This is an optimization exercise on Yosys and OpenROAD, whose aim is small area, not a production implementation.
Function was checked by simulation only, so behaviour that the tests miss may differ from the original.

==> flow/design.v (excerpt) <==
module mul_unit (
    input wire clk,
    input wire A_flag,
    input wire U_flag,
    input wire LongMul,
    input wire [31:0] Rm_data,
    input wire [31:0] Rs_data,
    input wire [31:0] Rn_data,
    input wire [31:0] RdHi_data,
    input wire [31:0] RdLo_data,
    input wire [3:0] cpsr_flags,
    output wire [31:0] result_lo,
    output wire [31:0] result_hi,
    output wire [3:0] flags_out
);
For scale: ~2800 cells after synthesis, about 240 I/O pins.
clock: 14.0 ns
lec_check: 0
abc_area: 1
cap_margin: 20
core_margin: 2
core_utilization: 40
place_density: 0.8
slew_margin: 20
synth_hierarchical: 1
synth_minimum_keep_size: 0
standard.sh (not shown) runs the stock make flow with config.mk's settings and CLKGATE_MAP_FILE= SYNTH_SCRIPT=/design/flow/synth_recipe.tcl, a recipe that flattens the netlist after the stock synthesis.
==> flow/flow/run.sh <==
#!/bin/bash
set -euo pipefail
bash standard.sh "BUFFER_PORTS_ARGS=-buffer_cell sky130_fd_sc_hd__buf_1" "CTS_ARGS=-sink_clustering_enable -repair_clock_nets -dont_use_dummy_load -buf_list sky130_fd_sc_hd__clkbuf_8" finish > standard_flow.log 2>&1
The first run completed without violations.
Then changed:
PLACE_DENSITY = unset   (was 0.8)
Final area barely changes.
Global-route usage increases by 1.5 points.
Synthesized cell count does not change.
Worst hold slack improves by 0.0071 ns.
Final cell count is about the same.
Worst setup slack gets better by 0.12 ns.
First-iteration DRC count goes down by 18%.
Sequential cell count is unchanged.
Clock-buffer cell count does not change.

========
mul_unit, a different RTL version from the one above (not shown whole).
Size in the first run: roughly 2800 cells after synthesis, about 130 flip-flops, roughly 240 I/O pins, about 0.028 sq mm of cells after synthesis.
==> flow/config.mk <==
export PLATFORM = sky130hd
export DESIGN_NAME = mul_unit
export DESIGN_NICKNAME = mul_unit
export VERILOG_FILES = /design/flow/design.v
export SDC_FILE = /design/flow/constraint.sdc
export NUM_CORES = 4
export LEC_CHECK = 0
export ABC_AREA = 1
export CAP_MARGIN = 20
export CORE_MARGIN = 2
export CORE_UTILIZATION = 40
export PLACE_DENSITY = 0.8
export SLEW_MARGIN = 20
export SYNTH_HIERARCHICAL = 1
export SYNTH_MINIMUM_KEEP_SIZE = 0
==> flow/constraint.sdc <==
create_clock -name core_clock -period 14.0 [get_ports {clk}]
set_input_delay 2.8000 -clock core_clock [delete_from_list [all_inputs] [get_ports {clk}]]
set_output_delay 2.8000 -clock core_clock [all_outputs]
set_load 0.01 [all_outputs]
Scripts as last shown in full above: flow/flow/run.sh
==> next run, changes <==
--- a/flow/config.mk
+++ b/flow/config.mk
@@ -12 +12 @@
-export PLACE_DENSITY = 0.8
+export PLACE_DENSITY = 0.7
What happened:
- The new run ran to the end with no violations
- synthesized area is unchanged
- wire length rose by 0.34%
- setup slack is better by 0.077 ns
- fmax climbs by 0.61%
- final cell count does not change
- die area does not change
- design area stays flat
- synthesized cell count does not change
- register-to-register slack degrades by 0.03 ns
- global-route usage goes up by 0.15 points

========
Setup of red:
Another version of the RTL of mul_unit (not shown whole).
Size in the first run: roughly 3000 cells after synthesis, roughly 130 flip-flops, about 240 I/O pins, roughly 28000 um2 of cells after synthesis.
clock: 14.0 ns
lec_check: 0
abc_area: 1
cap_margin: 20
core_margin: 2
core_utilization: 75
slew_margin: 20
synth_hierarchical: 1
synth_minimum_keep_size: 0
run.sh (not shown) runs the stock make flow with config.mk's settings and CLKGATE_MAP_FILE= SYNTH_SCRIPT=/design/flow/synth_recipe.tcl, a recipe that flattens the netlist after the stock synthesis.
Stock flow here: none of the scripts above is used.
Modified inputs, blue compared to red
Settings: changing CORE_UTILIZATION from 75 to 40.
Results
[diff] post-placement setup slack, blue relative to red: improvement
Diff red -> blue: met2 track utilization from global routing fell 35 points.
Fmax: blue higher than red
Re flop-to-flop setup slack: red and blue aren't equal, and the higher value belongs to blue.
The post-synthesis to final-layout area growth number comes out higher for blue vs red.

--- another note on this design; it stands on its own ---

==> flow/design.v (excerpt) <==
module mul_unit (
    input wire clk,
    input wire A_flag,
    input wire U_flag,
    input wire LongMul,
    input wire [31:0] Rm_data,
    input wire [31:0] Rs_data,
    input wire [31:0] Rn_data,
    input wire [31:0] RdHi_data,
    input wire [31:0] RdLo_data,
    input wire [3:0] cpsr_flags,
    output wire [31:0] result_lo,
    output wire [31:0] result_hi,
    output wire [3:0] flags_out
);
Size in the first run: roughly 2,900 cells after synthesis, roughly 240 I/O pins, ~28,000 µm² of cells after synthesis.
==> flow/config.mk <==
export PLATFORM = sky130hd
export DESIGN_NAME = mul_unit
export DESIGN_NICKNAME = mul_unit
export VERILOG_FILES = /design/flow/design.v
export SDC_FILE = /design/flow/constraint.sdc
export NUM_CORES = 4
export LEC_CHECK = 0
export ABC_AREA = 1
export CAP_MARGIN = 20
export CORE_MARGIN = 2
export CORE_UTILIZATION = 40
export GPL_TIMING_DRIVEN = 0
export SLEW_MARGIN = 20
export SYNTH_HIERARCHICAL = 1
export SYNTH_MINIMUM_KEEP_SIZE = 0
==> flow/constraint.sdc <==
create_clock -name core_clock -period 14.0 [get_ports {clk}]
set_input_delay 2.8000 -clock core_clock [delete_from_list [all_inputs] [get_ports {clk}]]
set_output_delay 2.8000 -clock core_clock [all_outputs]
set_load 0.01 [all_outputs]
standard.sh (not shown) runs the stock make flow with config.mk's settings and CLKGATE_MAP_FILE= SYNTH_SCRIPT=/design/flow/synth_recipe.tcl, a recipe that flattens the netlist after the stock synthesis.
==> flow/flow/run.sh <==
#!/bin/bash
set -euo pipefail
bash standard.sh "BUFFER_PORTS_ARGS=-buffer_cell sky130_fd_sc_hd__buf_1" "CTS_ARGS=-sink_clustering_enable -repair_clock_nets -dont_use_dummy_load -buf_list sky130_fd_sc_hd__clkbuf_8" finish > standard_flow.log 2>&1
The starting point completed with no timing, DRC or antenna violations.
Edit:
Settings changed: CAP_MARGIN 20 to 0, GPL_ROUTABILITY_DRIVEN from default to 0, SLEW_MARGIN 20 to 0.
Effect: Routed wire length decreases by 5.4%. Sequential share of layout area stays flat. Global-route usage fell by 1.8 points. Worst setup slack loses 0.015 ns. Cell area stays flat. Maximum frequency barely changes. Via count increases by 1.2%. Core utilization is about the same. Count of clock-buffer cells in the layout stays the same.
Edit:
==> flow/flow/run.sh (replaced) <==
#!/bin/bash
set -euo pipefail
bash standard.sh "BUFFER_PORTS_ARGS=-buffer_cell sky130_fd_sc_hd__buf_1" "CTS_ARGS=-sink_clustering_enable -repair_clock_nets -dont_use_dummy_load -buf_list sky130_fd_sc_hd__clkbuf_8 -sink_clustering_size 30" finish > standard_flow.log 2>&1
Settings changed: GPL_ROUTABILITY_DRIVEN 0 to default, GPL_TIMING_DRIVEN 0 to default.
Fmax climbs by 8.1%.
Synthesized cell count is unchanged.
Worst setup slack gains 1.0 ns.
Die area is unchanged.
Final area decreases by 2.4%.
Clock skew falls by 0.012 ns.
Register-to-register slack gets better by 0.03 ns.
Hold slack got worse by 0.0060 ns.
Edit:
==> flow/flow/run.sh (replaced) <==
#!/bin/bash
# Standard layout, except that the port buffers are the smallest buffer cell.
set -euo pipefail
bash standard.sh "BUFFER_PORTS_ARGS=-buffer_cell sky130_fd_sc_hd__buf_1" finish > standard_flow.log 2>&1
Settings changed: CAP_MARGIN 0 to 20, SLEW_MARGIN 0 to 20.
After rerunning: The changed run produced a clean layout; global-route usage barely changes; area after synthesis stays the same; worst setup slack improved by 0.024 ns; routed wire length is about the same; final area grows by 1.3%; count of clock-buffer cells in the layout does not change.

--- another note on this design; it stands on its own ---

==> trial 96: inputs <==
==> flow/design.v (excerpt) <==
module mul_unit (
    input wire clk,
    input wire A_flag,
    input wire U_flag,
    input wire LongMul,
    input wire [31:0] Rm_data,
    input wire [31:0] Rs_data,
    input wire [31:0] Rn_data,
    input wire [31:0] RdHi_data,
    input wire [31:0] RdLo_data,
    input wire [3:0] cpsr_flags,
    output wire [31:0] result_lo,
    output wire [31:0] result_hi,
    output wire [3:0] flags_out
);
Settings: LEC_CHECK=0, ABC_AREA=1, CAP_MARGIN=20, CORE_MARGIN=2, CORE_UTILIZATION=40, SLEW_MARGIN=20, SYNTH_HIERARCHICAL=1, SYNTH_MINIMUM_KEEP_SIZE=0; clock period 14.0 ns.
run.sh (not shown) runs the stock make flow with config.mk's settings and CLKGATE_MAP_FILE= SYNTH_SCRIPT=/design/flow/synth_recipe.tcl, a recipe that flattens the netlist after the stock synthesis.
==> trial 19: changes against trial 96 <==
==> flow/flow/run.sh (new file) <==
#!/bin/bash
set -euo pipefail
bash standard.sh "BUFFER_PORTS_ARGS=-buffer_cell sky130_fd_sc_hd__buf_1" "CTS_ARGS=-sink_clustering_enable -repair_clock_nets -dont_use_dummy_load -buf_list sky130_fd_sc_hd__clkbuf_8" finish > standard_flow.log 2>&1
==> flow/standard.sh (new file) <==
#!/bin/bash
# synth_recipe.tcl (not shown) runs the flow's synth.tcl, then flattens the netlist and writes it again
# the make line also repeats each setting of config.mk as NAME=value (left out here)
make -C /OpenROAD-flow-scripts/flow DESIGN_CONFIG=/design/flow/config.mk WORK_HOME=/design/flow/orfs CLKGATE_MAP_FILE= SYNTH_SCRIPT=/design/flow/synth_recipe.tcl "${@:-finish}"
removed: flow/run.sh
==> qor summary <==
| item | trial 19 | trial 96 |
|---|---|---|
| Insertion delay of the later-clocked pin in the worst-skew pair | 560 ps | 500 ps |
| Endpoint of the worst hold-timing path | res_qq[29] | res_qq[37] |
| Antenna violations before repair | 3 | 0 |
| Largest stage delay on the critical path | 570 ps | 550 ps |
| Launch point of the worst path | Rs_data[3] | Rs_data[6] |
| Total iterations of the first detailed-routing run | 5 | 7 |
| Run status | complete, no violations | complete, no violations |
| Portion of the layout cell area used by clock cells | 0.788% | 1.91% |
| Worst Tran Pin Value | 969 ps | 1100 ps |
| Area of the multi-input gates | 0.0233 mm2 | 0.0233 mm2 |
| Max Fclk | 0.0798 GHz | 0.0784 GHz |
| Detailed-route via count | 22200 | 23000 |
| Count of clock-net buffers in the final layout | 17 | 18 |
| Top Metal Used | met5 | met4 |
| Number of violations reported at the end of detailed-routing iteration 0 | 2429 | 2466 |
| Global-route wire length before repair | 141000 um | 148000 um |

==> re-timing with driven ports <==
The flow's constraints put no driver on any port. The routed layouts listed below were extracted and timed again, unchanged, in two steps.
Step 1 sets driving cells, clkbuf_16 on the clock port and buf_2 on the other inputs (assumed; they add their load-dependent delay and slew).
Step 2 adds t to the input delays and takes it off the output delays; t is the mean of the earliest and latest rising clock arrival at the registers after step 1. Input paths then give back, and output paths get back, about the clock's delay inside the block.
a / b / c = ideal ports / drivers / drivers and shift; a / b = the first two.
| run | t, ns | slack for setup (ns) | worst register clock-pin slew, ns |
|---|---|---|---|
| the first run of note 1 | 0.555 | 0.839 / 0.827 / 0.272 | 0.09 / 0.09 |
| the second run of note 1 | 0.568 | 0.960 / 0.945 / 0.377 | 0.10 / 0.10 |
| the first run of note 2 | 0.582 | 1.329 / 1.331 / 0.749 | 0.09 / 0.09 |
| the second run of note 2 | 0.581 | 1.406 / 1.415 / 0.834 | 0.10 / 0.10 |
| red | 0.534 | 0.765 / 0.774 / 0.240 | 0.08 / 0.08 |
| blue | 0.546 | 1.330 / 1.305 / 0.760 | 0.08 / 0.08 |
| the first run of note 4 | 0.607 | 0.413 / 0.444 / -0.164 | 0.09 / 0.09 |
| the second run of note 4 | 0.613 | 0.398 / 0.425 / -0.189 | 0.09 / 0.09 |
| the third run of note 4 | 0.599 | 1.414 / 1.421 / 0.822 | 0.09 / 0.09 |
| the fourth run of note 4 | 0.551 | 1.438 / 1.446 / 0.895 | 0.07 / 0.07 |
| trial 96 | 0.550 | 1.251 / 1.242 / 0.691 | 0.07 / 0.07 |
| trial 19 | 0.602 | 1.475 / 1.478 / 0.876 | 0.09 / 0.09 |
Met with ideal ports but missed after step 2: setup timing in the first run of note 4 and the second run of note 4. For trial 19, which loses most, drivers alone change the setup slack by +0.003 ns; drivers and shift together by -0.599 ns.
